This design comes from an exercise in tuning for small area on the open sky130 flow, not from production work. Only simulation tests tie the RTL to the original design; equivalence was not proved. The clock cells of run 4 come from the design's own scripts or RTL, not from TritonCTS. The flow treats the clock pin as an ideal source. Dropping or thinning the clock tree relies on that and would not hold on a real chip. Power and IR drop assume default switching activity.

### flow/design.v
`timescale 1ns / 1ps
module hack_alu (
    input  logic [15:0] x,
    input  logic [15:0] y,
    input  logic        zx,
    input  logic        nx,
    input  logic        zy,
    input  logic        ny,
    input  logic        f,
    input  logic        no,
    output logic [15:0] out
);
    logic nxe, nye, nxen, nyen;
    alu_xor2 u_nxe (.a(nx), .b(no), .y(nxe));
    alu_xor2 u_nye (.a(ny), .b(no), .y(nye));
    alu_inv  u_nxen (.a(nxe), .y(nxen));
    alu_inv  u_nyen (.a(nye), .y(nyen));
    logic ka1, ka0, kb1, kb0, ka1n, ka0n, kb1n, kb0n;
    alu_xnor2 u_ka1 (.a(nxe), .b(zx), .y(ka1));
    alu_xnor2 u_kb1 (.a(nye), .b(zy), .y(kb1));
    alu_inv   u_ka1n (.a(ka1), .y(ka1n));
    alu_inv   u_kb1n (.a(kb1), .y(kb1n));
    assign ka0 = nxe;
    assign kb0 = nye;
    assign ka0n = nxen;
    assign kb0n = nyen;
    logic k1, k1n, k2, k2n;
    alu_nor2 u_k1n (.a(f), .b(no), .y(k1n));
    alu_inv  u_k1 (.a(k1n), .y(k1));
    alu_inv  u_k2 (.a(f), .y(k2));
    assign k2n = f;
    logic [16:0] cc;   
    assign cc[0] = f & no;
    genvar i;
    for (i = 0; i < 16; i++) begin : bit_
        logic av, bv, pv, gv, sv;
        if (i % 2 == 0) begin : ev
            alu_mux2i ma (.a0(ka0), .a1(ka1), .s(x[i]), .y(av));
            alu_mux2i mb (.a0(kb0), .a1(kb1), .s(y[i]), .y(bv));
            alu_xor2  xp (.a(av), .b(bv), .y(pv));
            alu_nor2  ng (.a(av), .b(bv), .y(gv));
            alu_xor2  xs (.a(pv), .b(cc[i]), .y(sv));
            alu_a22o  oo (.a1(sv), .a2(k1), .b1(gv), .b2(k2), .y(out[i]));
            if (i < 15) begin : cy
                alu_a22oi cn (.a1(pv), .a2(cc[i]), .b1(f), .b2(gv), .y(cc[i+1]));
            end
        end else begin : od
            alu_mux2i ma (.a0(ka0n), .a1(ka1n), .s(x[i]), .y(av));
            alu_mux2i mb (.a0(kb0n), .a1(kb1n), .s(y[i]), .y(bv));
            alu_xnor2 xp (.a(av), .b(bv), .y(pv));
            alu_nand2 ng (.a(av), .b(bv), .y(gv));
            alu_xnor2 xs (.a(pv), .b(cc[i]), .y(sv));
            alu_o22ai oo (.a1(sv), .a2(k1n), .b1(gv), .b2(k2n), .y(out[i]));
            if (i < 15) begin : cy
                alu_o22ai cn (.a1(pv), .a2(cc[i]), .b1(k2), .b2(gv), .y(cc[i+1]));
            end
        end
    end
endmodule
module alu_mux2i (input logic a0, input logic a1, input logic s, output logic y);
    assign y = ~(s ? a1 : a0);
endmodule
module alu_inv (input logic a, output logic y);
    assign y = ~a;
endmodule
module alu_xor2 (input logic a, input logic b, output logic y);
    assign y = a ^ b;
endmodule
module alu_xnor2 (input logic a, input logic b, output logic y);
    assign y = ~(a ^ b);
endmodule
module alu_nor2 (input logic a, input logic b, output logic y);
    assign y = ~(a | b);
endmodule
module alu_nand2 (input logic a, input logic b, output logic y);
    assign y = ~(a & b);
endmodule
module alu_a22o (input logic a1, input logic a2, input logic b1, input logic b2, output logic y);
    assign y = (a1 & a2) | (b1 & b2);
endmodule
module alu_a22oi (input logic a1, input logic a2, input logic b1, input logic b2, output logic y);
    assign y = ~((a1 & a2) | (b1 & b2));
endmodule
module alu_o22ai (input logic a1, input logic a2, input logic b1, input logic b2, output logic y);
    assign y = ~((a1 | a2) & (b1 | b2));
endmodule
`timescale 1ns / 1ps
module button_debouncer (
    input  logic clk,
    input  logic rst,
    input  logic btn_in,
    output logic btn_out
);
    logic sync_0, sync_1;
    always_ff @(posedge clk) begin
        if (rst) begin
            sync_0 <= 1'b0;
            sync_1 <= 1'b0;
        end else begin
            sync_0 <= btn_in;
            sync_1 <= sync_0;
        end
    end
    localparam logic [16:0] P     = 17'h0AAAA;
    localparam logic [16:0] TERM  = 17'h02E55;
    localparam logic [16:0] TMASK = 17'h1BE7D;
    logic [16:0] q;
    logic [16:0] c;
    logic        debounced_state;
    logic        mismatch, term;
    assign mismatch = sync_1 ^ debounced_state;
    assign c        = q ^ P;
    assign term     = (q & TMASK) == TERM;
    always_ff @(posedge clk) begin
        if (!mismatch || term) q <= '0;
        else                   q <= {c[15:0], c[16] ^ c[10]} ^ P;
    end
    always_ff @(posedge clk) begin
        if (rst)                  debounced_state <= 1'b0;
        else if (mismatch & term) debounced_state <= sync_1;
    end
    logic prev_state;
    always_ff @(posedge clk) begin
        prev_state <= debounced_state;
        if (rst) btn_out <= 1'b0;
        else     btn_out <= debounced_state & ~prev_state;
    end
endmodule
`timescale 1ns / 1ps
module alu_fpga_top (
    input  logic        clk,
    input  logic        btnC,
    input  logic        btnU,
    input  logic        btnD,
    input  logic        btnL,
    input  logic [15:0] sw,
    output logic [15:0] led
);
    logic pulse_load_x, pulse_load_y, pulse_load_ctrl;
    button_debouncer db_u (.clk(clk), .rst(btnC), .btn_in(btnU), .btn_out(pulse_load_x));
    button_debouncer db_d (.clk(clk), .rst(btnC), .btn_in(btnD), .btn_out(pulse_load_y));
    button_debouncer db_l (.clk(clk), .rst(btnC), .btn_in(btnL), .btn_out(pulse_load_ctrl));
    logic [15:0] reg_x, reg_y;
    logic        x_zero, y_zero;
    logic [5:0]  reg_ctrl;
    always_ff @(posedge clk) begin
        if (pulse_load_x) reg_x <= sw;
        if (pulse_load_y) reg_y <= sw;
    end
    always_ff @(posedge clk) begin
        if (btnC) begin
            x_zero   <= 1'b1;
            y_zero   <= 1'b1;
            reg_ctrl <= 6'b101010;
        end else begin
            if (pulse_load_x)    x_zero   <= 1'b0;
            if (pulse_load_y)    y_zero   <= 1'b0;
            if (pulse_load_ctrl) reg_ctrl <= sw[5:0];
        end
    end
    hack_alu u_alu (
        .x   (reg_x),
        .y   (reg_y),
        .zx  (reg_ctrl[5] | x_zero),
        .nx  (reg_ctrl[4]),
        .zy  (reg_ctrl[3] | y_zero),
        .ny  (reg_ctrl[2]),
        .f   (reg_ctrl[1]),
        .no  (reg_ctrl[0]),
        .out (led)
    );
endmodule
### flow/flow/run.sh
#!/bin/bash
# The standard layout (standard.sh) with these changes:
#  - synthesis maps logic with an area-oriented ABC script, without the
#    full-adder extraction, and keeps the ALU's one-cell modules (alu_*) apart
#    while mapping so each becomes its cell; registers are mapped exactly as
#    in standard.sh, and the netlist is flattened as standard.sh does,
#  - port buffers use sky130_fd_sc_hd__buf_1,
#  - CTS uses clkbuf_8 and no dummy loads.
set -euo pipefail
W=$PWD
export MY_ABC_SCRIPT=$W/flow/area.abc
export SYNTH_KEEP_MODULES="alu_inv alu_mux2i alu_xor2 alu_xnor2 alu_nor2 alu_nand2 alu_a22o alu_a22oi alu_o22ai"
export BUFFER_PORTS_ARGS="-buffer_cell sky130_fd_sc_hd__buf_1"
export CTS_ARGS="-sink_clustering_enable -repair_clock_nets -dont_use_dummy_load -buf_list \"sky130_fd_sc_hd__clkbuf_4 sky130_fd_sc_hd__clkbuf_8\""
sed -e "s|SYNTH_SCRIPT=[^ ]*|SYNTH_SCRIPT=$W/flow/synth.tcl ADDER_MAP_FILE=|" standard.sh > own.sh
bash own.sh > own_sh.log 2>&1
### flow/flow/area.abc
strash
&get -n
&st
&dc2
&syn3
&dch
&nf -p -F 8 -A 4
&put
topo
### flow/flow/synth.tcl
# synth_recipe.tcl with one change: Yosys's abc runs the area-oriented script
# flow/area.abc instead of ORFS's speed script. Registers are mapped before
# abc, exactly as in the standard synthesis.
proc synth {args} { yosys synth -nofsm -noshare {*}$args }
proc abc {args} {
  set i [lsearch $args -script]
  if {$i >= 0} { lset args [expr {$i+1}] $::env(MY_ABC_SCRIPT) }
  yosys abc {*}$args
}
source $::env(SCRIPTS_DIR)/synth.tcl
# left out here: clear keep_hierarchy, flatten, clean up, hide names made inside functions, write 1_2_yosys.v
### flow/standard.sh
#!/bin/bash
# synth_recipe.tcl (not shown) runs the flow's synth.tcl, then flattens the netlist and writes it again
# the make line also repeats each setting of config.mk as NAME=value (left out here)
make -C /OpenROAD-flow-scripts/flow DESIGN_CONFIG=/design/flow/config.mk WORK_HOME=/design/flow/orfs CLKGATE_MAP_FILE= SYNTH_SCRIPT=/design/flow/synth_recipe.tcl "${@:-finish}"
### flow/config.mk
export PLATFORM = sky130hd
export DESIGN_NAME = alu_fpga_top
export DESIGN_NICKNAME = alu_fpga_top
export VERILOG_FILES = /design/flow/design.v
export SDC_FILE = /design/flow/constraint.sdc
export NUM_CORES = 4
export LEC_CHECK = 0
export CAP_MARGIN = 50
export CORE_MARGIN = 2
export CORE_UTILIZATION = 40
export SLEW_MARGIN = 50
### flow/constraint.sdc
create_clock -name core_clock -period 10.0 [get_ports {clk}]
set_input_delay 2.0000 -clock core_clock [delete_from_list [all_inputs] [get_ports {clk}]]
set_output_delay 2.0000 -clock core_clock [all_outputs]
set_load 0.01 [all_outputs]
==> results of run 1 <==
## modules after synthesis, one instance, submodules excluded, excerpt
module        copies in the design  cells  area [sq um]
alu_a22o                         8      1          8.76
alu_a22oi                        8      1          7.51
alu_o22ai                       15      1          6.26
alu_nor2                         9      1          3.75
alu_fpga_top                     1    220          3040
alu_xnor2                       18      1          8.76
## registers in the layout, summed over array words and instances (netlist names), 6 cells and up
name,cells
db_u.q,17
reg_ctrl,6
reg_y,16
reg_x,16
db_l.q,17
db_d.q,17
## cells in the final DEF (no fill, tap or decap), types with 3 or more instances in the layout
cell	count
sky130_fd_sc_hd__dfxtp_1	72
sky130_fd_sc_hd__nor2_1	66
sky130_fd_sc_hd__mux2i_1	36
sky130_fd_sc_hd__buf_1	35
sky130_fd_sc_hd__edfxtp_1	32
sky130_fd_sc_hd__xor2_1	19
sky130_fd_sc_hd__xnor2_1	19
sky130_fd_sc_hd__o22ai_1	15
sky130_fd_sc_hd__clkinv_1	12
sky130_fd_sc_hd__nand2_1	11
sky130_fd_sc_hd__clkbuf_8	9
sky130_fd_sc_hd__nor2b_1	8
sky130_fd_sc_hd__a22oi_1	8
sky130_fd_sc_hd__a22o_1	8
sky130_fd_sc_hd__nor3b_1	3
sky130_fd_sc_hd__a21oi_1	3
sky130_fd_sc_hd__o21ai_0	3
## power breakdown
part,switching [W],internal (W)
sequential,0.00000408,0.000451
combinational,0.00000806,0.00000571
clock,0.000116,0.0000810
## worst min path at each step
| stage | from | slack [ps] | to | cells after the start |
|---|---|---|---|---|
| after CTS | db_d.prev_state | 390 | db_d.btn_out | 1 |
| after floorplan | db_d.debounced_state | 370 | db_d.prev_state | 0 |
| after global routing | db_l.prev_state | 400 | db_l.btn_out | 1 |
| final | db_d.prev_state | 380 | db_d.btn_out | 1 |
| after detailed placement | db_u.prev_state | 370 | db_u.btn_out | 1 |
| after global placement | db_u.q[8] | 370 | db_u.q[9] | 1 |
## metal layers
| metal | global-route usage (%) | up-vias | wire length, um | share of wire [%] |
|---|---|---|---|---|
| met3 | 5.10 | 7 | 329 | 4.6 |
| met4 | 3.76 | 0 | 71 | 1.0 |
| li1 | - | 1277 | - | - |
| met2 | 22.3 | 40 | 3350 | 47 |
| met5 | 0 | - | 0 | 0 |
| met1 | 17.7 | 1151 | 3330 | 47 |
## Yosys cell counts
library cell                instances
sky130_fd_sc_hd__and2_0             1
sky130_fd_sc_hd__or3b_1             1
sky130_fd_sc_hd__o22ai_1           15
sky130_fd_sc_hd__nor4bb_1           1
sky130_fd_sc_hd__a22o_1             8
sky130_fd_sc_hd__nor4_1             1
sky130_fd_sc_hd__nor3_1             2
sky130_fd_sc_hd__xnor2_1           21
sky130_fd_sc_hd__or3_1              1
sky130_fd_sc_hd__a211oi_1           1
sky130_fd_sc_hd__or2_0              2
sky130_fd_sc_hd__nand2_1           11
sky130_fd_sc_hd__edfxtp_1          32
sky130_fd_sc_hd__mux2i_1           36
sky130_fd_sc_hd__a21o_1             2
sky130_fd_sc_hd__and4_1             1
sky130_fd_sc_hd__dfxtp_1           74
sky130_fd_sc_hd__a21oi_1            3
sky130_fd_sc_hd__nand4b_1           2
sky130_fd_sc_hd__or4_1              1
sky130_fd_sc_hd__nand4_1            2
sky130_fd_sc_hd__nor2b_1            8
sky130_fd_sc_hd__nor2_1            66
sky130_fd_sc_hd__nand4bb_1          1
sky130_fd_sc_hd__o21ai_0            3
sky130_fd_sc_hd__nand2b_1           2
sky130_fd_sc_hd__xor2_1            21
sky130_fd_sc_hd__a22oi_1            8
sky130_fd_sc_hd__clkinv_1          12
sky130_fd_sc_hd__nor3b_1            3
## stage by stage
step           cells  utilization [%]  total power [W]  area (sq um)  hold WS (ps)
3_3_place_gp     511             44.0         0.000479          4290           370
3_5_place_dp     511             44.1         0.000479          4290           372
6_report         520             45.7         0.000667          4440           382
5_1_grt          520             45.7         0.000697          4440           397
2_1_floorplan    342                -         0.000471          3980           366
4_1_cts          520             45.4         0.000676          4410           387
## worst reg2reg max path: stages, from the launching register on
cell	delay, ps
sky130_fd_sc_hd__dfxtp_1	310
sky130_fd_sc_hd__or3_1	370
sky130_fd_sc_hd__or4_1	520
sky130_fd_sc_hd__nand2_1	410
sky130_fd_sc_hd__nor2_1	90
## layout make-up
type | count | area, sq um | area share (%)
clock buffer | 9 | 124 | 2.79
inverter | 12 | 45.0 | 1.01
multi-input combinational | 224 | 1530 | 34.4
sequential | 106 | 2440 | 55.0
tap | 133 | 166 | 3.75
timing repair buffer | 36 | 136 | 3.07
## kinds of logic (layout without fill, tap and decap cells)
kind of cell	after synthesis	count (layout)
mux	36	36
xor+xnor	42	42
compound gates	40	40
simple gates	106	106
flops	106	106
buf+inv	12	57
==> run notes, run 1 <==
# TYPE chip_impl_metric gauge
chip_impl_info{name="status",value="complete, no violations"} 1
chip_impl_metric{name="antenna_found_initial",unit=""} 0
chip_impl_metric{name="max_slew_margin",unit="%"} 54.0
chip_impl_metric{name="num_rows",unit=""} 36
chip_impl_metric{name="worst-r2r-setup-slack",unit="ps"} 8140
chip_impl_metric{name="globalRoute.totalOverflow",unit=""} 0
chip_impl_metric{name="detail_route.vias_per_cell",unit=""} 4.76
chip_impl_metric{name="critPathMaxStageDelay",unit="ps"} 480
chip_impl_metric{name="critical_path.max_fanout",unit=""} 10
chip_impl_metric{name="port-buffer-count",unit=""} 36
chip_impl_metric{name="drt.antenna.violating_nets",unit=""} 0
chip_impl_metric{name="wl",unit="mm"} 7.08
chip_impl_metric{name="hold_viol",unit=""} 0
chip_impl_metric{name="layout_worst_path_cycle_share",unit="%"} 79.6
chip_impl_metric{name="worst-endpoint-required",unit="ps"} 8000
chip_impl_metric{name="share_of_layout_cells_above_drive_strength_1",unit="%"} 4.13
chip_impl_info{name="critical_path.startpoint",value="reg_ctrl[0]"} 1
chip_impl_metric{name="vdd_drop_max",unit="mV"} 0.117
chip_impl_metric{name="worst_clock_skew",unit="ps"} 23.4
chip_impl_metric{name="yosys.area_share.xor_xnor",unit="%"} 9.23
chip_impl_info{name="ctsRootBufferMaster",value="sky130_fd_sc_hd__clkbuf_8"} 1
chip_impl_info{name="critPathCapture",value="led[15]"} 1
chip_impl_metric{name="preCtsSetupSlack",unit="ps"} 2020
chip_impl_metric{name="numClockSinks",unit=""} 106
chip_impl_metric{name="die_h",unit="um"} 104
chip_impl_metric{name="worst_slack",unit="ps"} 2040
chip_impl_metric{name="period_needed",unit="ps"} 7960
chip_impl_metric{name="post_synth_fa_ha_maj_area_fraction",unit="%"} 0
chip_impl_metric{name="post_synthesis_sequential_area_ratio",unit="%"} 61.3
chip_impl_metric{name="postSynthAreaPerCell",unit="sq um"} 11.6
chip_impl_metric{name="finalSetupTns",unit="ps"} 0
chip_impl_info{name="timing.critical_path.to_type",value="output port"} 1
chip_impl_metric{name="power_per_cell_area",unit="mW/mm^2"} 150
chip_impl_metric{name="drv.max_cap_violation_count",unit=""} 0
chip_impl_metric{name="timing.critical_path.depth",unit=""} 22
chip_impl_info{name="worstPathCellList",value="xor2_2, xnor2_2, clkinv_1, mux2i_1, xnor2_1, o22ai_1, a22oi_1, o22ai_1, a22oi_1, o22ai_1, a22oi_1, o22ai_1, a22oi_1, o22ai_1, a22oi_1, o22ai_1, a22oi_1, o22ai_1, a22oi_1, xnor2_1, o22ai_1, buf_1"} 1
chip_impl_metric{name="via_count",unit=""} 2475
chip_impl_metric{name="final_setup_violation_count",unit=""} 0
chip_impl_info{name="tritoncts",value="built"} 1
chip_impl_metric{name="antenna_cells",unit=""} 0
chip_impl_metric{name="report.final.slew_viol_count",unit=""} 0
chip_impl_metric{name="tightest_slew",unit="ps"} 689
chip_impl_metric{name="clock_insertion_delay_worst_skew",unit="ps"} 350
chip_impl_metric{name="ctsHtreeMaxLevel",unit=""} 3
chip_impl_metric{name="grt.total_usage",unit="%"} 13.9
chip_impl_metric{name="yosysWarnings",unit=""} 2
chip_impl_metric{name="area_fraction_in_compound_gates_after_synthesis",unit="%"} 6.94
chip_impl_metric{name="io-pin-count",unit=""} 37
chip_impl_metric{name="grt_pass1_wl",unit="mm"} 11.9
chip_impl_info{name="grt_setup_unrepaired",value="no"} 1
chip_impl_info{name="critPathLaunchType",value="flip-flop"} 1
chip_impl_metric{name="synth_area",unit="sq mm"} 0.00398
chip_impl_metric{name="detail_route.iter0.violations",unit=""} 105
chip_impl_info{name="holdCritPathClass",value="flip-flop to flip-flop"} 1
chip_impl_metric{name="cts_max_path_buffers",unit=""} 2
chip_impl_metric{name="synth.lib_cells_used.distinct",unit=""} 30
chip_impl_metric{name="post_cts_resize_count",unit=""} 0
chip_impl_metric{name="post_synthesis_share_of_cell_area_spent_on_and_or_nand_and_nor_gates",unit="%"} 12.3
chip_impl_metric{name="synth-seq-cells",unit=""} 106
chip_impl_metric{name="num-fill-cells",unit=""} 979
chip_impl_metric{name="die-area",unit="sq mm"} 0.0108
chip_impl_metric{name="synthMuxAreaShare",unit="%"} 9.05
chip_impl_metric{name="r2r_cells",unit=""} 4
chip_impl_metric{name="floorplan.initialDensity",unit="%"} 40.9
chip_impl_metric{name="wl_per_cell",unit="um"} 13.6
chip_impl_info{name="top_cell_type_by_total_area_after_synthesis",value="sky130_fd_sc_hd__dfxtp_1"} 1
chip_impl_metric{name="syn_to_final_growth",unit="%"} 11.5
chip_impl_metric{name="netlist.area_leader.share",unit="%"} 37.2
chip_impl_metric{name="drt_pass1_iterations",unit=""} 4
chip_impl_info{name="dominant_combinational_cell_family_by_area_after_synthesis",value="simple AND/OR/NAND/NOR gates"} 1
chip_impl_metric{name="drc",unit=""} 0
chip_impl_metric{name="post_synth_inst_count",unit=""} 342
chip_impl_metric{name="largest_net_degree_at_the_start_of_global_routing",unit=""} 21
chip_impl_metric{name="dp_hpwl",unit="mm"} 5.13
chip_impl_metric{name="max_freq",unit="MHz"} 126
chip_impl_metric{name="worst-endpoint-arrival",unit="ps"} 5960
chip_impl_metric{name="via_count_of_the_first_global_routing_pass",unit=""} 2453
chip_impl_info{name="r2r_end",value="db_u.q[0]"} 1
chip_impl_metric{name="worst_setup_hold_path_clk_slew",unit="ps"} 90
chip_impl_metric{name="place_congestion",unit=""} 0.808
chip_impl_info{name="crit_family",value="compound AO/OA/AOI/OAI gates"} 1
chip_impl_info{name="r2r_start",value="db_u.q[12]"} 1
chip_impl_metric{name="final_nets",unit=""} 410
chip_impl_info{name="crit_type",value="flip-flop to output port"} 1
chip_impl_info{name="critical_path.most_common_cell",value="sky130_fd_sc_hd__o22ai_1"} 1
chip_impl_metric{name="cts_setup_buffers",unit=""} 0
chip_impl_metric{name="crit_buf_inv",unit=""} 2
chip_impl_info{name="crit_slowest_cell",value="sky130_fd_sc_hd__dfxtp_1"} 1
chip_impl_metric{name="leakage",unit="nW"} 1.69
chip_impl_metric{name="synth_nets",unit=""} 363
chip_impl_metric{name="die_w",unit="um"} 104
chip_impl_metric{name="cts_inserted_buffers",unit=""} 9
chip_impl_metric{name="number_of_buffers_added_to_fix_hold_violations_after_cts",unit=""} 0
chip_impl_metric{name="core_footprint",unit="sq mm"} 0.00973
chip_impl_info{name="top_post_synthesis_cells_by_area",value="sky130_fd_sc_hd__dfxtp_1 37%, sky130_fd_sc_hd__edfxtp_1 24%, sky130_fd_sc_hd__mux2i_1 9.0%, sky130_fd_sc_hd__nor2_1 6.2%, sky130_fd_sc_hd__xnor2_1 4.6%"} 1
==> run 2: changes to the inputs <==
--- a/flow/flow/run.sh
+++ b/flow/flow/run.sh
@@ -12,5 +12,5 @@
 export SYNTH_KEEP_MODULES="alu_inv alu_mux2i alu_xor2 alu_xnor2 alu_nor2 alu_nand2 alu_a22o alu_a22oi alu_o22ai"
 export BUFFER_PORTS_ARGS="-buffer_cell sky130_fd_sc_hd__buf_1"
-export CTS_ARGS="-sink_clustering_enable -repair_clock_nets -dont_use_dummy_load -buf_list \"sky130_fd_sc_hd__clkbuf_4 sky130_fd_sc_hd__clkbuf_8\""
+export CTS_ARGS="-sink_clustering_enable -repair_clock_nets -dont_use_dummy_load -buf_list sky130_fd_sc_hd__clkbuf_16"
 sed -e "s|SYNTH_SCRIPT=[^ ]*|SYNTH_SCRIPT=$W/flow/synth.tcl ADDER_MAP_FILE=|" standard.sh > own.sh
 bash own.sh > own_sh.log 2>&1
==> run 2 against run 1 <==
Effect of this change: sequential cell count stayed put; routed wire length is 0.85% higher; critical path depth stayed put; final cell count stayed put; clock power is 46% higher; core utilization is 1.0 points higher; highest routed layer unchanged; first-iteration DRC count is 20% lower.
==> run notes, run 2 <==
# TYPE chip_impl_metric gauge
chip_impl_metric{name="yosysWarnings",unit=""} 2
chip_impl_metric{name="antenna_found_initial",unit=""} 0
chip_impl_metric{name="synth_area",unit="sq mm"} 0.00398
chip_impl_info{name="critical_path.most_common_cell",value="sky130_fd_sc_hd__o22ai_1"} 1
chip_impl_info{name="layout_common_cells",value="72 x sky130_fd_sc_hd__dfxtp_1, 66 x sky130_fd_sc_hd__nor2_1, 36 x sky130_fd_sc_hd__mux2i_1, 35 x sky130_fd_sc_hd__buf_1, 32 x sky130_fd_sc_hd__edfxtp_1"} 1
chip_impl_metric{name="antenna_cells",unit=""} 0
chip_impl_metric{name="preCtsSetupSlack",unit="ps"} 2020
chip_impl_metric{name="critical_path.max_fanout",unit=""} 10
chip_impl_info{name="synth_top_cells_by_count",value="74 x sky130_fd_sc_hd__dfxtp_1, 66 x sky130_fd_sc_hd__nor2_1, 36 x sky130_fd_sc_hd__mux2i_1"} 1
chip_impl_metric{name="worst_slack",unit="ps"} 2040
chip_impl_metric{name="grt_pass1_wl",unit="mm"} 12.0
chip_impl_metric{name="period_needed",unit="ps"} 7960
chip_impl_metric{name="leakage",unit="nW"} 1.74
chip_impl_metric{name="drv.max_cap_violation_count",unit=""} 0
chip_impl_info{name="tritoncts",value="built"} 1
chip_impl_metric{name="max_freq",unit="MHz"} 126
chip_impl_metric{name="place.detailed.instances",unit=""} 511
chip_impl_metric{name="layout_worst_path_cycle_share",unit="%"} 79.6
chip_impl_info{name="synth_flop_cell",value="sky130_fd_sc_hd__dfxtp_1"} 1
chip_impl_info{name="synth_most_common_cell",value="sky130_fd_sc_hd__dfxtp_1"} 1
chip_impl_metric{name="wl_met1",unit="mm"} 3.38
chip_impl_metric{name="worst-endpoint-arrival",unit="ps"} 5960
chip_impl_info{name="timing.critical_path.to_type",value="output port"} 1
chip_impl_metric{name="worst-r2r-setup-slack",unit="ps"} 8140
chip_impl_metric{name="syn_to_final_growth",unit="%"} 14.1
chip_impl_metric{name="dp_hpwl",unit="mm"} 5.13
chip_impl_metric{name="drc",unit=""} 0
chip_impl_metric{name="cts_inserted_buffers",unit=""} 9
chip_impl_metric{name="port-buffer-count",unit=""} 36
chip_impl_metric{name="final_nets",unit=""} 410
chip_impl_info{name="crit_slowest_cell",value="sky130_fd_sc_hd__dfxtp_1"} 1
chip_impl_metric{name="crit_buf_inv",unit=""} 2
chip_impl_metric{name="via_count",unit=""} 2499
chip_impl_info{name="top_post_synthesis_cells_by_area",value="sky130_fd_sc_hd__dfxtp_1 37%, sky130_fd_sc_hd__edfxtp_1 24%, sky130_fd_sc_hd__mux2i_1 9.0%, sky130_fd_sc_hd__nor2_1 6.2%, sky130_fd_sc_hd__xnor2_1 4.6%"} 1
chip_impl_info{name="status",value="complete, no violations"} 1
chip_impl_info{name="route.top_layer_used",value="met4"} 1
chip_impl_metric{name="numClockSinks",unit=""} 106
chip_impl_metric{name="post_synth_inst_count",unit=""} 342
chip_impl_info{name="critPathLaunchType",value="flip-flop"} 1
chip_impl_metric{name="globalRoute.totalOverflow",unit=""} 0
chip_impl_metric{name="vdd_drop_max",unit="mV"} 0.111
chip_impl_metric{name="final_setup_violation_count",unit=""} 0
chip_impl_info{name="crit_family",value="compound AO/OA/AOI/OAI gates"} 1
chip_impl_metric{name="die_w",unit="um"} 104
chip_impl_metric{name="met2WireLength",unit="mm"} 3.36
chip_impl_info{name="biggest_registers_after_layout",value="db_d.q x17, db_l.q x17, db_u.q x17"} 1
chip_impl_metric{name="post_cts_resize_count",unit=""} 0
chip_impl_info{name="ctsRootBufferMaster",value="sky130_fd_sc_hd__clkbuf_16"} 1
chip_impl_metric{name="synth_edf_count",unit=""} 32
chip_impl_metric{name="tightest_slew",unit="ps"} 686
chip_impl_metric{name="drt.antenna.violating_nets",unit=""} 0
chip_impl_metric{name="totalPowerFinal",unit="W"} 0.000757
chip_impl_metric{name="netlist.area_leader.share",unit="%"} 37.2
chip_impl_metric{name="post_synthesis_sequential_area_ratio",unit="%"} 61.3
chip_impl_metric{name="critPathMaxStageDelay",unit="ps"} 470
chip_impl_info{name="grt_setup_unrepaired",value="no"} 1
chip_impl_metric{name="finish.cell_count_without_fillers",unit=""} 520
chip_impl_metric{name="grt.total_usage",unit="%"} 14.0
chip_impl_metric{name="synth_async_sr_flop_share",unit="%"} 0
chip_impl_metric{name="cts_setup_buffers",unit=""} 0
chip_impl_metric{name="max_slew_margin",unit="%"} 54.2
chip_impl_metric{name="core_footprint",unit="sq mm"} 0.00973
chip_impl_metric{name="cts_max_path_buffers",unit=""} 2
chip_impl_info{name="holdCritPathClass",value="flip-flop to flip-flop"} 1
chip_impl_metric{name="synth.lib_cells_used.distinct",unit=""} 30
chip_impl_info{name="top_cell_type_by_total_area_after_synthesis",value="sky130_fd_sc_hd__dfxtp_1"} 1
chip_impl_info{name="mostFrequentLayoutCell",value="sky130_fd_sc_hd__dfxtp_1"} 1
chip_impl_metric{name="wire_length_on_met3",unit="um"} 316
chip_impl_metric{name="worst_clock_skew",unit="ps"} 14.8
chip_impl_metric{name="share_of_layout_cells_above_drive_strength_1",unit="%"} 4.13
chip_impl_metric{name="report.final.slew_viol_count",unit=""} 0
chip_impl_metric{name="power_per_cell_area",unit="mW/mm^2"} 167
chip_impl_metric{name="largest_net_degree_at_the_start_of_global_routing",unit=""} 21
chip_impl_metric{name="place_congestion",unit=""} 0.808
chip_impl_metric{name="drt_pass1_iterations",unit=""} 4
chip_impl_metric{name="detail_route.vias_per_cell",unit=""} 4.81
chip_impl_metric{name="synth_nets",unit=""} 363
chip_impl_metric{name="detail_route.iter0.violations",unit=""} 84
chip_impl_info{name="worstPathCellList",value="xor2_2, xnor2_2, clkinv_1, mux2i_1, xnor2_1, o22ai_1, a22oi_1, o22ai_1, a22oi_1, o22ai_1, a22oi_1, o22ai_1, a22oi_1, o22ai_1, a22oi_1, o22ai_1, a22oi_1, o22ai_1, a22oi_1, xnor2_1, o22ai_1, buf_1"} 1
chip_impl_metric{name="floorplan.initialDensity",unit="%"} 40.9
chip_impl_metric{name="via_count_of_the_first_global_routing_pass",unit=""} 2489
chip_impl_metric{name="clock_insertion_delay_worst_skew",unit="ps"} 330
chip_impl_metric{name="postSynthAreaPerCell",unit="sq um"} 11.6
chip_impl_metric{name="num_rows",unit=""} 36
chip_impl_metric{name="io-pin-count",unit=""} 37
chip_impl_metric{name="die_h",unit="um"} 104
chip_impl_metric{name="wl",unit="mm"} 7.14
chip_impl_metric{name="ctsHtreeMaxLevel",unit=""} 3
chip_impl_metric{name="worst-endpoint-required",unit="ps"} 8000
chip_impl_metric{name="wl_per_cell",unit="um"} 13.7
chip_impl_metric{name="synth-seq-cells",unit=""} 106
chip_impl_metric{name="hold_viol",unit=""} 0
chip_impl_metric{name="finalSetupTns",unit="ps"} 0
chip_impl_metric{name="worst_setup_hold_path_clk_slew",unit="ps"} 60
chip_impl_info{name="crit_type",value="flip-flop to output port"} 1
chip_impl_metric{name="die-area",unit="sq mm"} 0.0108
chip_impl_metric{name="number_of_buffers_added_to_fix_hold_violations_after_cts",unit=""} 0
## run 2: cell counts after synthesis
Identical to the previous run, type by type.
## run 2: path summary, 6_finish.rpt
path | startpoint | to | cells after the start
worst max-delay path | reg_ctrl[0] | led[15] | 22
worst max register to register | db_u.q[12] | db_u.q[0] | 4
worst min register to register | db_d.prev_state | db_d.btn_out | 1
worst min-delay path | db_d.prev_state | db_d.btn_out | 1
## run 2: Yosys stat by module, one instance, submodules excluded, a selection
| module | cells inside | flip-flops and latches |
|---|---|---|
| alu_xnor2 | 1 | 0 |
| alu_nor2 | 1 | 0 |
| alu_xor2 | 1 | 0 |
| alu_nand2 | 1 | 0 |
| alu_a22o | 1 | 0 |
| alu_a22oi | 1 | 0 |
| alu_mux2i | 1 | 0 |
| alu_fpga_top | 220 | 106 |
## run 2: area by class of cell
type	instances	area [sq um]
well taps	133	166
fillers	967	5180
clock buffers	9	225
flip-flops and latches	106	2440
repair buffers	36	136
multi-input cells	224	1530
inverters	12	45.0
## run 2: metal layers
| layer | track usage [%] | up-vias |
|---|---|---|
| met3 | 4.53 | 9 |
| met2 | 22.6 | 40 |
| met1 | 17.8 | 1170 |
| li1 | - | 1280 |
| met4 | 4.63 | 0 |
| met5 | 0 | - |
## run 2: cell families (layout without fill, tap and decap cells)
| kind of cell | after synthesis | after routing | synth area share (%) |
|---|---|---|---|
| AOI/OAI and AO/OA | 40 | 40 | 6.94 |
| xor gates and xnor gates | 42 | 42 | 9.23 |
| buffers and inverters | 12 | 57 | 1.13 |
| DFF | 106 | 106 | 61.3 |
| muxes | 36 | 36 | 9.05 |
| and+or+nand+nor | 106 | 106 | 12.3 |
## run 2: stage by stage
stage	utilization (%)	hold WS, ps	area (sq um)
3_5_place_dp	44.1	372	4290
4_1_cts	46.4	384	4510
3_3_place_gp	44.0	370	4290
6_report	46.7	379	4540
2_1_floorplan	-	366	3980
5_1_grt	46.7	395	4540
## run 2: power by group
part	switching (W)	internal, W	total (W)	leakage [nW]
combinational	0.00000813	0.00000572	0.0000138	0.735
clock	0.000129	0.000159	0.000288	0.111
sequential	0.00000407	0.000452	0.000456	0.893
total	0.000141	0.000616	0.000757	1.74
==> run 3: changes to the inputs <==
--- a/flow/flow/run.sh
+++ b/flow/flow/run.sh
@@ -12,5 +12,5 @@
 export SYNTH_KEEP_MODULES="alu_inv alu_mux2i alu_xor2 alu_xnor2 alu_nor2 alu_nand2 alu_a22o alu_a22oi alu_o22ai"
 export BUFFER_PORTS_ARGS="-buffer_cell sky130_fd_sc_hd__buf_1"
-export CTS_ARGS="-sink_clustering_enable -repair_clock_nets -dont_use_dummy_load -buf_list sky130_fd_sc_hd__clkbuf_16"
+export CTS_ARGS="-sink_clustering_enable -repair_clock_nets -dont_use_dummy_load -buf_list sky130_fd_sc_hd__clkbuf_8"
 sed -e "s|SYNTH_SCRIPT=[^ ]*|SYNTH_SCRIPT=$W/flow/synth.tcl ADDER_MAP_FILE=|" standard.sh > own.sh
 bash own.sh > own_sh.log 2>&1
==> run 3 against run 2 <==
Effect of this change: still clean; clock-buffer cell count is the same; sequential power is essentially flat; critical path type unchanged; routed wire length shrank 0.84%; register-to-register slack is essentially flat; sequential cell count is the same; final cell count is the same; non-clock buffer count is the same; maximum frequency is essentially flat; synthesized cell count is the same.
==> run notes, run 3 <==
# TYPE chip_impl_metric gauge
chip_impl_metric{name="cts_max_path_buffers",unit=""} 2
chip_impl_metric{name="globalRoute.totalOverflow",unit=""} 0
chip_impl_metric{name="drv.max_cap_violation_count",unit=""} 0
chip_impl_info{name="crit_type",value="flip-flop to output port"} 1
chip_impl_metric{name="worst_clock_skew",unit="ps"} 23.4
chip_impl_metric{name="period_needed",unit="ps"} 7960
chip_impl_metric{name="drt_pass1_iterations",unit=""} 4
chip_impl_metric{name="finalSetupTns",unit="ps"} 0
chip_impl_metric{name="core_footprint",unit="sq mm"} 0.00973
chip_impl_info{name="holdCritPathClass",value="flip-flop to flip-flop"} 1
chip_impl_metric{name="largest_net_degree_at_the_start_of_global_routing",unit=""} 21
chip_impl_metric{name="postSynthAreaPerCell",unit="sq um"} 11.6
chip_impl_metric{name="vdd_drop_max",unit="mV"} 0.117
chip_impl_metric{name="wl_per_cell",unit="um"} 13.6
chip_impl_metric{name="crit_buf_inv",unit=""} 2
chip_impl_metric{name="max_slew_margin",unit="%"} 54.0
chip_impl_metric{name="yosysWarnings",unit=""} 2
chip_impl_metric{name="num_rows",unit=""} 36
chip_impl_metric{name="die_w",unit="um"} 104
chip_impl_info{name="critical_path.most_common_cell",value="sky130_fd_sc_hd__o22ai_1"} 1
chip_impl_metric{name="tightest_slew",unit="ps"} 689
chip_impl_metric{name="synth_async_sr_flop_share",unit="%"} 0
chip_impl_metric{name="drc",unit=""} 0
chip_impl_metric{name="drt.antenna.violating_nets",unit=""} 0
chip_impl_metric{name="num-fill-cells",unit=""} 979
chip_impl_metric{name="detail_route.iter0.violations",unit=""} 105
chip_impl_metric{name="final_setup_violation_count",unit=""} 0
chip_impl_metric{name="die_h",unit="um"} 104
chip_impl_metric{name="synth_nets",unit=""} 363
chip_impl_metric{name="io-pin-count",unit=""} 37
chip_impl_metric{name="synth.lib_cells_used.distinct",unit=""} 30
chip_impl_info{name="status",value="complete, no violations"} 1
chip_impl_metric{name="ctsHtreeMaxLevel",unit=""} 3
chip_impl_metric{name="cts_inserted_buffers",unit=""} 9
chip_impl_metric{name="port-buffer-count",unit=""} 36
chip_impl_info{name="layout_common_cells",value="72 x sky130_fd_sc_hd__dfxtp_1, 66 x sky130_fd_sc_hd__nor2_1, 36 x sky130_fd_sc_hd__mux2i_1, 35 x sky130_fd_sc_hd__buf_1, 32 x sky130_fd_sc_hd__edfxtp_1"} 1
chip_impl_info{name="mostFrequentLayoutCell",value="sky130_fd_sc_hd__dfxtp_1"} 1
chip_impl_metric{name="power_per_cell_area",unit="mW/mm^2"} 150
chip_impl_info{name="top_post_synthesis_cells_by_area",value="sky130_fd_sc_hd__dfxtp_1 37%, sky130_fd_sc_hd__edfxtp_1 24%, sky130_fd_sc_hd__mux2i_1 9.0%, sky130_fd_sc_hd__nor2_1 6.2%, sky130_fd_sc_hd__xnor2_1 4.6%"} 1
chip_impl_info{name="biggest_registers_after_layout",value="db_d.q x17, db_l.q x17, db_u.q x17"} 1
chip_impl_metric{name="max_freq",unit="MHz"} 126
chip_impl_metric{name="place_congestion",unit=""} 0.808
chip_impl_metric{name="netlist.area_leader.share",unit="%"} 37.2
chip_impl_metric{name="post_cts_resize_count",unit=""} 0
chip_impl_info{name="crit_slowest_cell",value="sky130_fd_sc_hd__dfxtp_1"} 1
chip_impl_info{name="crit_family",value="compound AO/OA/AOI/OAI gates"} 1
chip_impl_metric{name="leakage",unit="nW"} 1.69
chip_impl_metric{name="synth-seq-cells",unit=""} 106
chip_impl_info{name="worstPathCellList",value="xor2_2, xnor2_2, clkinv_1, mux2i_1, xnor2_1, o22ai_1, a22oi_1, o22ai_1, a22oi_1, o22ai_1, a22oi_1, o22ai_1, a22oi_1, o22ai_1, a22oi_1, o22ai_1, a22oi_1, o22ai_1, a22oi_1, xnor2_1, o22ai_1, buf_1"} 1
chip_impl_info{name="ctsRootBufferMaster",value="sky130_fd_sc_hd__clkbuf_8"} 1
chip_impl_info{name="synth_most_common_cell",value="sky130_fd_sc_hd__dfxtp_1"} 1
chip_impl_metric{name="finalCoreUtilization",unit="%"} 45.7
chip_impl_info{name="timing.critical_path.to_type",value="output port"} 1
chip_impl_info{name="critPathLaunchType",value="flip-flop"} 1
chip_impl_metric{name="report.final.slew_viol_count",unit=""} 0
chip_impl_metric{name="antenna_cells",unit=""} 0
chip_impl_info{name="synth_flop_cell",value="sky130_fd_sc_hd__dfxtp_1"} 1
chip_impl_info{name="tritoncts",value="built"} 1
chip_impl_metric{name="via_count",unit=""} 2475
chip_impl_metric{name="post_synth_inst_count",unit=""} 342
chip_impl_metric{name="layout_worst_path_cycle_share",unit="%"} 79.6
chip_impl_metric{name="number_of_buffers_added_to_fix_hold_violations_after_cts",unit=""} 0
chip_impl_metric{name="synth_edf_count",unit=""} 32
chip_impl_metric{name="worst_setup_hold_path_clk_slew",unit="ps"} 90
chip_impl_metric{name="floorplan.initialDensity",unit="%"} 40.9
chip_impl_metric{name="synth_area",unit="sq mm"} 0.00398
chip_impl_info{name="synth_top_cells_by_count",value="74 x sky130_fd_sc_hd__dfxtp_1, 66 x sky130_fd_sc_hd__nor2_1, 36 x sky130_fd_sc_hd__mux2i_1"} 1
chip_impl_info{name="grt_setup_unrepaired",value="no"} 1
chip_impl_metric{name="hold_viol",unit=""} 0
chip_impl_metric{name="antenna_found_initial",unit=""} 0
chip_impl_metric{name="critical_path.max_fanout",unit=""} 10
chip_impl_metric{name="final_nets",unit=""} 410
chip_impl_metric{name="cts_setup_buffers",unit=""} 0
chip_impl_metric{name="via_count_of_the_first_global_routing_pass",unit=""} 2453
chip_impl_metric{name="grt_pass1_wl",unit="mm"} 11.9
chip_impl_metric{name="dp_hpwl",unit="mm"} 5.13
chip_impl_metric{name="worst-endpoint-required",unit="ps"} 8000
chip_impl_metric{name="numClockSinks",unit=""} 106
chip_impl_metric{name="worst-endpoint-arrival",unit="ps"} 5960
chip_impl_metric{name="post_synthesis_sequential_area_ratio",unit="%"} 61.3
chip_impl_metric{name="grt.total_usage",unit="%"} 13.9
chip_impl_metric{name="die-area",unit="sq mm"} 0.0108
chip_impl_metric{name="share_of_layout_cells_above_drive_strength_1",unit="%"} 4.13
chip_impl_metric{name="syn_to_final_growth",unit="%"} 11.5
chip_impl_metric{name="critPathMaxStageDelay",unit="ps"} 480
chip_impl_metric{name="wl",unit="mm"} 7.08
chip_impl_info{name="top_cell_type_by_total_area_after_synthesis",value="sky130_fd_sc_hd__dfxtp_1"} 1
chip_impl_metric{name="detail_route.vias_per_cell",unit=""} 4.76
chip_impl_metric{name="clock_insertion_delay_worst_skew",unit="ps"} 350
[run 3: changes by cell type in the layout (fill, tap and decap cells not counted)]
cell                        change
sky130_fd_sc_hd__clkbuf_16      -9
sky130_fd_sc_hd__clkbuf_8       +9
[run 3: area by class of cell]
class                           count  area, sq um  area share, %
Timing Repair Buffer               36          136           3.07
Clock buffer                        9          124           2.79
Sequential cell                   106         2440           55.0
Multi-Input combinational cell    224         1530           34.4
Inverter                           12         45.0           1.01
Tap cell                          133          166           3.75
[run 3: modules after synthesis (local to each module, per instance)]
| module | area (sq um) | cells | flip-flops and latches |
|---|---|---|---|
| alu_fpga_top | 3040 | 220 | 106 |
| alu_mux2i | 10.0 | 1 | 0 |
| alu_nand2 | 3.75 | 1 | 0 |
| alu_a22oi | 7.51 | 1 | 0 |
| alu_xnor2 | 8.76 | 1 | 0 |
| alu_xor2 | 8.76 | 1 | 0 |
| alu_nor2 | 3.75 | 1 | 0 |
| alu_o22ai | 6.26 | 1 | 0 |
| alu_inv | 3.75 | 1 | 0 |
| alu_a22o | 8.76 | 1 | 0 |
[run 3: worst paths after layout]
check / startpoint / endpoint / slack, ps / depth (start not counted)
worst max register to register: db_u.q[12] / db_u.q[0] / 8140 / 4
worst min-delay path: db_d.prev_state / db_d.btn_out / 380 / 1
worst min register to register: db_d.prev_state / db_d.btn_out / 380 / 1
worst max-delay path: reg_ctrl[0] / led[15] / 2040 / 22
[run 3: kinds of logic after synthesis]
| kind of cell | after synthesis | share of synthesized area (%) |
|---|---|---|
| compound gates | 40 | 6.94 |
| xor+xnor | 42 | 9.23 |
| buf+inv | 12 | 1.13 |
| flops | 106 | 61.3 |
| mux | 36 | 9.05 |
| simple gates | 106 | 12.3 |
[run 3: through the flow]
step / instances / total power (W) / setup slack (ps) / instance area (sq um) / hold slack (ps)
floorplan: 342 / 0.000471 / 3050 / 3980 / 366
global placement: 511 / 0.000479 / 2370 / 4290 / 370
detailed placement: 511 / 0.000479 / 2020 / 4290 / 372
CTS: 520 / 0.000676 / 1620 / 4410 / 387
global route: 520 / 0.000697 / 1370 / 4440 / 397
finish: 520 / 0.000667 / 2040 / 4440 / 382
[run 3: where the power goes]
part           total [W]  switching (W)  internal, W
clock           0.000197       0.000116    0.0000810
sequential      0.000455     0.00000408     0.000451
combinational  0.0000138     0.00000806   0.00000571
[run 3: metal layers]
| metal | track usage [%] | wire length [um] |
|---|---|---|
| met2 | 22.3 | 3350 |
| met3 | 5.10 | 329 |
| met1 | 17.7 | 3330 |
| met4 | 3.76 | 71 |
| met5 | 0 | 0 |
==> run 4: changes to the inputs <==
--- a/flow/design.v
+++ b/flow/design.v
@@ -92,12 +92,12 @@
     output logic btn_out
 );
-    logic sync_0, sync_1;
+    logic sync_0_n, sync_1;
     always_ff @(posedge clk) begin
         if (rst) begin
-            sync_0 <= 1'b0;
-            sync_1 <= 1'b0;
+            sync_0_n <= 1'b1;
+            sync_1   <= 1'b0;
         end else begin
-            sync_0 <= btn_in;
-            sync_1 <= sync_0;
+            sync_0_n <= ~btn_in;
+            sync_1   <= ~sync_0_n;
         end
     end
--- a/flow/flow/run.sh
+++ b/flow/flow/run.sh
@@ -6,5 +6,7 @@
 #    in standard.sh, and the netlist is flattened as standard.sh does,
 #  - port buffers use sky130_fd_sc_hd__buf_1,
-#  - CTS uses clkbuf_8 and no dummy loads.
+#  - after CTS (clkbuf_8, no dummy loads), flow/clocktree.tcl replaces the
+#    clock tree with a root inverter driving 7 balanced clusters of registers
+#    through one clkinv_4 each.
 set -euo pipefail
 W=$PWD
@@ -12,4 +14,8 @@
 export SYNTH_KEEP_MODULES="alu_inv alu_mux2i alu_xor2 alu_xnor2 alu_nor2 alu_nand2 alu_a22o alu_a22oi alu_o22ai"
 export BUFFER_PORTS_ARGS="-buffer_cell sky130_fd_sc_hd__buf_1"
+export POST_CTS_TCL=$W/flow/clocktree.tcl
+export CT_LEAVES=7
+export CT_LEAF_CELL=sky130_fd_sc_hd__clkinv_4
+export CT_ROOT_CELL=sky130_fd_sc_hd__clkinv_8
 export CTS_ARGS="-sink_clustering_enable -repair_clock_nets -dont_use_dummy_load -buf_list sky130_fd_sc_hd__clkbuf_8"
 sed -e "s|SYNTH_SCRIPT=[^ ]*|SYNTH_SCRIPT=$W/flow/synth.tcl ADDER_MAP_FILE=|" standard.sh > own.sh
==> flow/flow/clocktree.tcl (new file) <==
# Rebuild the clock tree as two levels of inverters: the clock port drives
# one root inverter, which drives a few leaf inverters, each of which drives
# the clock pins of one cluster of nearby registers (k-means on their
# positions). Replaces the buffers and nets clock_tree_synthesis made.
proc ct_env {name default} {
  if {[info exists ::env($name)] && $::env($name) ne ""} { return $::env($name) }
  return $default
}
set ct_leaves    [ct_env CT_LEAVES 5]
set ct_leaf_cell [ct_env CT_LEAF_CELL sky130_fd_sc_hd__clkinv_8]
set ct_root_cell [ct_env CT_ROOT_CELL sky130_fd_sc_hd__clkinv_8]

set block [ord::get_db_block]
set db [ord::get_db]
set clk_bterm [$block findBTerm clk]
set clk_net [$clk_bterm getNet]

# Clock sinks: the CLK pins of all registers.
set sinks {}
foreach inst [$block getInsts] {
  if {![[$inst getMaster] isSequential]} { continue }
  foreach it [$inst getITerms] {
    if {[[$it getMTerm] getName] eq "CLK"} { lappend sinks $it }
  }
}

# Remove what clock_tree_synthesis built.
set old_nets {}
foreach inst [$block getInsts] {
  set n [$inst getName]
  if {[string match "clkbuf_*" $n] || [string match "clkload*" $n]} {
    foreach it [$inst getITerms] {
      set net [$it getNet]
      if {$net ne "NULL" && $net ne "" && [$net getName] ne [$clk_net getName] && [$net getSigType] eq "CLOCK"} {
        lappend old_nets $net
      }
    }
    odb::dbInst_destroy $inst
  }
}
foreach it $sinks { $it disconnect }
foreach net [lsort -unique $old_nets] {
  if {[llength [$net getITerms]] == 0 && [llength [$net getBTerms]] == 0} { odb::dbNet_destroy $net }
}

# k-means on sink positions.
set pts {}
foreach it $sinks {
  set loc [[$it getInst] getLocation]
  lappend pts [list [lindex $loc 0] [lindex $loc 1]]
}
set n [llength $pts]
set sorted [lsort -integer -index 0 $pts]
set cents {}
for {set k 0} {$k < $ct_leaves} {incr k} {
  lappend cents [lindex $sorted [expr {int(($k + 0.5) * $n / $ct_leaves)}]]
}
set assign [lrepeat $n 0]
for {set iter 0} {$iter < 50} {incr iter} {
  for {set i 0} {$i < $n} {incr i} {
    set p [lindex $pts $i]
    set best 0; set bd 1e30
    for {set k 0} {$k < $ct_leaves} {incr k} {
      set c [lindex $cents $k]
      set d [expr {abs([lindex $p 0] - [lindex $c 0]) + abs([lindex $p 1] - [lindex $c 1])}]
      if {$d < $bd} { set bd $d; set best $k }
    }
    lset assign $i $best
  }
  set newc {}
  for {set k 0} {$k < $ct_leaves} {incr k} {
    set sx 0; set sy 0; set m 0
    for {set i 0} {$i < $n} {incr i} {
      if {[lindex $assign $i] == $k} {
        set p [lindex $pts $i]
        set sx [expr {$sx + [lindex $p 0]}]; set sy [expr {$sy + [lindex $p 1]}]; incr m
      }
    }
    if {$m > 0} { lappend newc [list [expr {$sx / $m}] [expr {$sy / $m}]] } else { lappend newc [lindex $cents $k] }
  }
  set cents $newc
}

# Balance the clusters: reassign registers, nearest first, to leaves with
# room left (at most ceil(n / leaves) + 1 registers each).
set cap [expr {($n + $ct_leaves - 1) / $ct_leaves + 1}]
set pairs {}
for {set i 0} {$i < $n} {incr i} {
  set p [lindex $pts $i]
  for {set k 0} {$k < $ct_leaves} {incr k} {
    set c [lindex $cents $k]
    lappend pairs [list [expr {abs([lindex $p 0] - [lindex $c 0]) + abs([lindex $p 1] - [lindex $c 1])}] $i $k]
  }
}
set pairs [lsort -real -index 0 $pairs]
set done [lrepeat $n 0]
set fill [lrepeat $ct_leaves 0]
foreach pr $pairs {
  lassign $pr d i k
  if {[lindex $done $i] || [lindex $fill $k] >= $cap} { continue }
  lset assign $i $k
  lset done $i 1
  lset fill $k [expr {[lindex $fill $k] + 1}]
}
# Move each leaf to the centre of the registers it got.
set newc {}
for {set k 0} {$k < $ct_leaves} {incr k} {
  set sx 0; set sy 0; set m 0
  for {set i 0} {$i < $n} {incr i} {
    if {[lindex $assign $i] == $k} {
      set p [lindex $pts $i]
      set sx [expr {$sx + [lindex $p 0]}]; set sy [expr {$sy + [lindex $p 1]}]; incr m
    }
  }
  if {$m > 0} { lappend newc [list [expr {$sx / $m}] [expr {$sy / $m}]] } else { lappend newc [lindex $cents $k] }
}
set cents $newc

# Root inverter near the middle of the leaves, leaf inverters at the
# cluster centres.
set rx 0; set ry 0
foreach c $cents { set rx [expr {$rx + [lindex $c 0]}]; set ry [expr {$ry + [lindex $c 1]}] }
set rx [expr {int($rx / $ct_leaves)}]; set ry [expr {int($ry / $ct_leaves)}]

set root_net [odb::dbNet_create $block "clknet_root"]
$root_net setSigType CLOCK
set root [odb::dbInst_create $block [$db findMaster $ct_root_cell] "clkinv_root"]
$root setLocation $rx $ry
$root setPlacementStatus PLACED
[$root findITerm A] connect $clk_net
[$root findITerm Y] connect $root_net

for {set k 0} {$k < $ct_leaves} {incr k} {
  set c [lindex $cents $k]
  set net [odb::dbNet_create $block "clknet_leaf_$k"]
  $net setSigType CLOCK
  set leaf [odb::dbInst_create $block [$db findMaster $ct_leaf_cell] "clkinv_leaf_$k"]
  $leaf setLocation [expr {int([lindex $c 0])}] [expr {int([lindex $c 1])}]
  $leaf setPlacementStatus PLACED
  [$leaf findITerm A] connect $root_net
  [$leaf findITerm Y] connect $net
  for {set i 0} {$i < $n} {incr i} {
    if {[lindex $assign $i] == $k} { [lindex $sinks $i] connect $net }
  }
  puts "clocktree: leaf $k drives [llength [$net getITerms]] pins"
}
global_connect
detailed_placement
check_placement
estimate_parasitics -placement
--- a/flow/config.mk
+++ b/flow/config.mk
@@ -8,4 +8,4 @@
 export CAP_MARGIN = 50
 export CORE_MARGIN = 2
-export CORE_UTILIZATION = 40
+export CORE_UTILIZATION = 60
 export SLEW_MARGIN = 50
==> run 4 against run 3 <==
Effect of this change: synthesized cell count unchanged; routed wire length decreased by 3.4%; core utilization grew 22 points; clock skew is 3.7 ps higher; still clean; die area shrank 33%; global-route usage up 5.3 points; sequential power about the same; sequential share of layout area is 1.6 points higher; first-iteration DRC count decreased by 30%; synthesized area shrank 0.72%; sequential cell count unchanged; register-to-register slack got worse by 110 ps.
==> run notes, run 4 <==
# TYPE chip_impl_metric gauge
chip_impl_info{name="status",value="complete, no violations"} 1
chip_impl_metric{name="via_count",unit=""} 2569
chip_impl_metric{name="detail_route.vias_per_cell",unit=""} 5.51
chip_impl_metric{name="drv.max_cap_violation_count",unit=""} 0
chip_impl_metric{name="netlist.area_leader.share",unit="%"} 37.5
chip_impl_metric{name="via_count_of_the_first_global_routing_pass",unit=""} 2494
chip_impl_info{name="critPathLaunchType",value="flip-flop"} 1
chip_impl_metric{name="io-pin-count",unit=""} 37
chip_impl_metric{name="worst_setup_hold_path_clk_slew",unit="ps"} 100
chip_impl_metric{name="yosysWarnings",unit=""} 2
chip_impl_metric{name="finalCoreUtilization",unit="%"} 68.0
chip_impl_metric{name="synth-seq-cells",unit=""} 106
chip_impl_metric{name="floorplan.initialDensity",unit="%"} 62.3
chip_impl_metric{name="num_rows",unit=""} 29
chip_impl_info{name="r2r_end",value="db_d.q[0]"} 1
chip_impl_metric{name="antenna_cells",unit=""} 0
chip_impl_metric{name="syn_to_final_growth",unit="%"} 9.21
chip_impl_info{name="timing.critical_path.to_type",value="output port"} 1
chip_impl_metric{name="final_nets",unit=""} 412
chip_impl_metric{name="port-buffer-count",unit=""} 36
chip_impl_metric{name="drt.antenna.violating_nets",unit=""} 0
chip_impl_info{name="min_from",value="db_l.q[8]"} 1
chip_impl_metric{name="regArea",unit="sq mm"} 0.00244
chip_impl_metric{name="wl_per_cell",unit="um"} 14.7
chip_impl_metric{name="grt.total_usage",unit="%"} 19.1
chip_impl_metric{name="dp_hpwl",unit="mm"} 4.83
chip_impl_metric{name="synth_area",unit="sq mm"} 0.00396
chip_impl_metric{name="power_per_cell_area",unit="mW/mm^2"} 143
chip_impl_metric{name="multi_input_area",unit="sq mm"} 0.00149
chip_impl_metric{name="hold_ws",unit="ps"} 386
chip_impl_metric{name="synth.lib_cells_used.distinct",unit=""} 26
chip_impl_metric{name="period_needed",unit="ps"} 7860
chip_impl_metric{name="share_of_layout_cells_above_drive_strength_1",unit="%"} 4.37
chip_impl_metric{name="worst_slack",unit="ps"} 2140
chip_impl_metric{name="grt_pass1_wl",unit="mm"} 11.3
chip_impl_metric{name="numClockSinks",unit=""} 106
chip_impl_metric{name="drc",unit=""} 0
chip_impl_info{name="r2r_start",value="db_d.q[12]"} 1
chip_impl_info{name="crit_type",value="flip-flop to output port"} 1
chip_impl_metric{name="synth_nets",unit=""} 363
chip_impl_metric{name="clock_insertion_delay_worst_skew",unit="ps"} 220
chip_impl_metric{name="synth_async_sr_flop_share",unit="%"} 0
chip_impl_metric{name="core_footprint",unit="sq mm"} 0.00635
chip_impl_info{name="grt_setup_unrepaired",value="no"} 1
chip_impl_metric{name="critical_path.max_fanout",unit=""} 10
chip_impl_metric{name="die_w",unit="um"} 85.2
chip_impl_info{name="whs_endpoint",value="db_l.q[9]"} 1
chip_impl_metric{name="drt_pass1_iterations",unit=""} 6
chip_impl_info{name="top_cell_type_by_total_area_after_synthesis",value="sky130_fd_sc_hd__dfxtp_1"} 1
chip_impl_metric{name="r2r_cells",unit=""} 4
chip_impl_info{name="synth_most_common_cell",value="sky130_fd_sc_hd__dfxtp_1"} 1
chip_impl_metric{name="worst_clock_skew",unit="ps"} 27.1
chip_impl_info{name="layout_common_cells",value="72 x sky130_fd_sc_hd__dfxtp_1, 69 x sky130_fd_sc_hd__nor2_1, 36 x sky130_fd_sc_hd__buf_1, 35 x sky130_fd_sc_hd__mux2i_1, 32 x sky130_fd_sc_hd__edfxtp_1"} 1
chip_impl_info{name="biggest_registers_after_layout",value="db_d.q x17, db_l.q x17, db_u.q x17"} 1
chip_impl_metric{name="largest_net_degree_at_the_start_of_global_routing",unit=""} 21
chip_impl_metric{name="worst-endpoint-required",unit="ps"} 8000
chip_impl_metric{name="max_slew_margin",unit="%"} 57.6
chip_impl_metric{name="preCtsSetupSlack",unit="ps"} 2170
chip_impl_metric{name="vdd_drop_max",unit="mV"} 0.150
chip_impl_metric{name="worst_hold_path.num_cells",unit=""} 1
chip_impl_metric{name="postSynthAreaPerCell",unit="sq um"} 11.6
chip_impl_metric{name="finalSetupTns",unit="ps"} 0
chip_impl_metric{name="detail_route.iter0.violations",unit=""} 73
chip_impl_info{name="critical_path.startpoint",value="reg_ctrl[0]"} 1
chip_impl_info{name="holdCritPathClass",value="flip-flop to flip-flop"} 1
chip_impl_info{name="mostFrequentLayoutCell",value="sky130_fd_sc_hd__dfxtp_1"} 1
chip_impl_info{name="top_post_synthesis_cells_by_area",value="sky130_fd_sc_hd__dfxtp_1 37%, sky130_fd_sc_hd__edfxtp_1 24%, sky130_fd_sc_hd__mux2i_1 8.9%, sky130_fd_sc_hd__nor2_1 6.5%, sky130_fd_sc_hd__xnor2_1 4.7%"} 1
chip_impl_metric{name="post_synth_inst_count",unit=""} 342
chip_impl_metric{name="post_synthesis_sequential_area_ratio",unit="%"} 61.8
chip_impl_metric{name="worst-r2r-setup-slack",unit="ps"} 8030
chip_impl_metric{name="hold_viol",unit=""} 0
chip_impl_metric{name="final_setup_violation_count",unit=""} 0
chip_impl_metric{name="max_freq",unit="MHz"} 127
chip_impl_metric{name="die-area",unit="sq mm"} 0.00726
chip_impl_metric{name="wl",unit="mm"} 6.84
chip_impl_metric{name="antenna_found_initial",unit=""} 0
chip_impl_metric{name="worst-endpoint-arrival",unit="ps"} 5860
chip_impl_metric{name="tightest_slew",unit="ps"} 634
chip_impl_info{name="synth_top_cells_by_count",value="74 x sky130_fd_sc_hd__dfxtp_1, 69 x sky130_fd_sc_hd__nor2_1, 35 x sky130_fd_sc_hd__mux2i_1"} 1
chip_impl_metric{name="layout_worst_path_cycle_share",unit="%"} 78.6
chip_impl_metric{name="leakage",unit="nW"} 1.66
chip_impl_metric{name="die_h",unit="um"} 85.2
chip_impl_metric{name="place_congestion",unit=""} 0.857
chip_impl_metric{name="report.final.slew_viol_count",unit=""} 0
chip_impl_metric{name="globalRoute.totalOverflow",unit=""} 0
chip_impl_metric{name="num-fill-cells",unit=""} 520
chip_impl_info{name="synth_flop_cell",value="sky130_fd_sc_hd__dfxtp_1"} 1
chip_impl_metric{name="synth_edf_count",unit=""} 32
[run 4: changes by cell type after synthesis, moves of 2 or more]
cell | before | now
sky130_fd_sc_hd__nor2_1 | 66 | 69
sky130_fd_sc_hd__o21ai_0 | 3 | 7
sky130_fd_sc_hd__o21bai_1 | 0 | 2
sky130_fd_sc_hd__nand4_1 | 2 | 4
sky130_fd_sc_hd__nor2b_1 | 8 | 0
sky130_fd_sc_hd__or2_0 | 2 | 0
sky130_fd_sc_hd__or4b_1 | 0 | 2
sky130_fd_sc_hd__a21o_1 | 2 | 0
sky130_fd_sc_hd__nand2_1 | 11 | 15
sky130_fd_sc_hd__o311a_1 | 0 | 2
[run 4: logic make-up after synthesis]
logic type / synth area share [%]
xor gates and xnor gates: 9.30
AOI/OAI and AO/OA: 8.00
DFF: 61.8
muxes: 8.86
and+or+nand+nor: 10.9
buffers and inverters: 1.23
[run 4: modules after synthesis (local to each module, per instance)]
module        cell area (sq um)  times used  cells inside
alu_xnor2                  8.76          18             1
alu_fpga_top               3010           1           220
alu_inv                    3.75           6             1
alu_xor2                   8.76          18             1
alu_a22o                   8.76           8             1
alu_a22oi                  7.51           8             1
alu_nor2                   3.75           9             1
alu_nand2                  3.75           8             1
alu_mux2i                  10.0          32             1
alu_o22ai                  6.26          15             1
[run 4: worst max-delay path, cell delays in order (launching register included)]
cell                       delay, ps
sky130_fd_sc_hd__dfxtp_1         500
sky130_fd_sc_hd__xor2_2          470
sky130_fd_sc_hd__xnor2_2         270
sky130_fd_sc_hd__clkinv_1        340
sky130_fd_sc_hd__mux2i_1         310
sky130_fd_sc_hd__xnor2_1         190
sky130_fd_sc_hd__o22ai_1         150
sky130_fd_sc_hd__a22oi_1         290
sky130_fd_sc_hd__o22ai_1         160
sky130_fd_sc_hd__a22oi_1         280
sky130_fd_sc_hd__o22ai_1         160
sky130_fd_sc_hd__a22oi_1         290
sky130_fd_sc_hd__o22ai_1         170
sky130_fd_sc_hd__a22oi_1         290
sky130_fd_sc_hd__o22ai_1         180
sky130_fd_sc_hd__a22oi_1         280
sky130_fd_sc_hd__o22ai_1         170
sky130_fd_sc_hd__a22oi_1         300
sky130_fd_sc_hd__o22ai_1         170
sky130_fd_sc_hd__a22oi_1         250
sky130_fd_sc_hd__xnor2_1         100
sky130_fd_sc_hd__o22ai_1         140
sky130_fd_sc_hd__buf_1           160
[run 4: per-stage QoR]
step           total power (W)  cells  cell area [sq um]
2_1_floorplan         0.000471    342               3960
3_3_place_gp          0.000478    458               4210
3_5_place_dp          0.000479    458               4210
5_1_grt               0.000647    466               4320
6_report              0.000618    466               4320
[run 4: final cells by class]
class | count | share of cell area [%]
inverters | 21 | 2.93
multi-input cells | 223 | 34.6
flip-flops and latches | 106 | 56.6
well taps | 77 | 2.23
repair buffers | 39 | 3.65
[run 4: routing by layer]
| layer | GRT usage, % | wire [um] | up-vias |
|---|---|---|---|
| met5 | 0 | 0 | - |
| met4 | 5.48 | 85 | 0 |
| met3 | 4.38 | 374 | 8 |
| met2 | 33.0 | 3320 | 49 |
| met1 | 24.2 | 3070 | 1218 |
| li1 | - | - | 1294 |
[run 4: worst max path at each step]
stage	end	cells after the start
finish	led[15]	22
global route	led[15]	22
detailed placement	led[15]	22
global placement	led[15]	22
floorplan	led[15]	21
[run 4: power by group]
part	switching [W]	internal [W]
Combinational	0.00000806	0.00000534
Clock	0.000129	0.0000195
Sequential	0.00000444	0.000451

[afterwards: timing with drivers on the ports]
How much do the figures lean on ideal ports? The routed layouts below were timed once more, with nothing changed but the port constraints.
Step 1 assumes that a clkbuf_16 drives the clock port and a buf_2 every other input.
Step 2 also shifts input and output timing later by t, the mid clock arrival at the registers, as if the neighbouring blocks saw the same clock.
a / b / c = ideal / step 1 / step 2; a / b = the first two.
run	t (ns)	setup WS [ns]	worst setup path after step 2
run 1	0.370	2.038 / 2.008 / 2.379	register to output
run 2	0.362	2.035 / 2.002 / 2.364	register to output
run 3	0.370	2.038 / 2.008 / 2.379	register to output
run 4	0.257	2.144 / 2.094 / 2.350	register to output
After both steps every run listed still meets setup and hold.
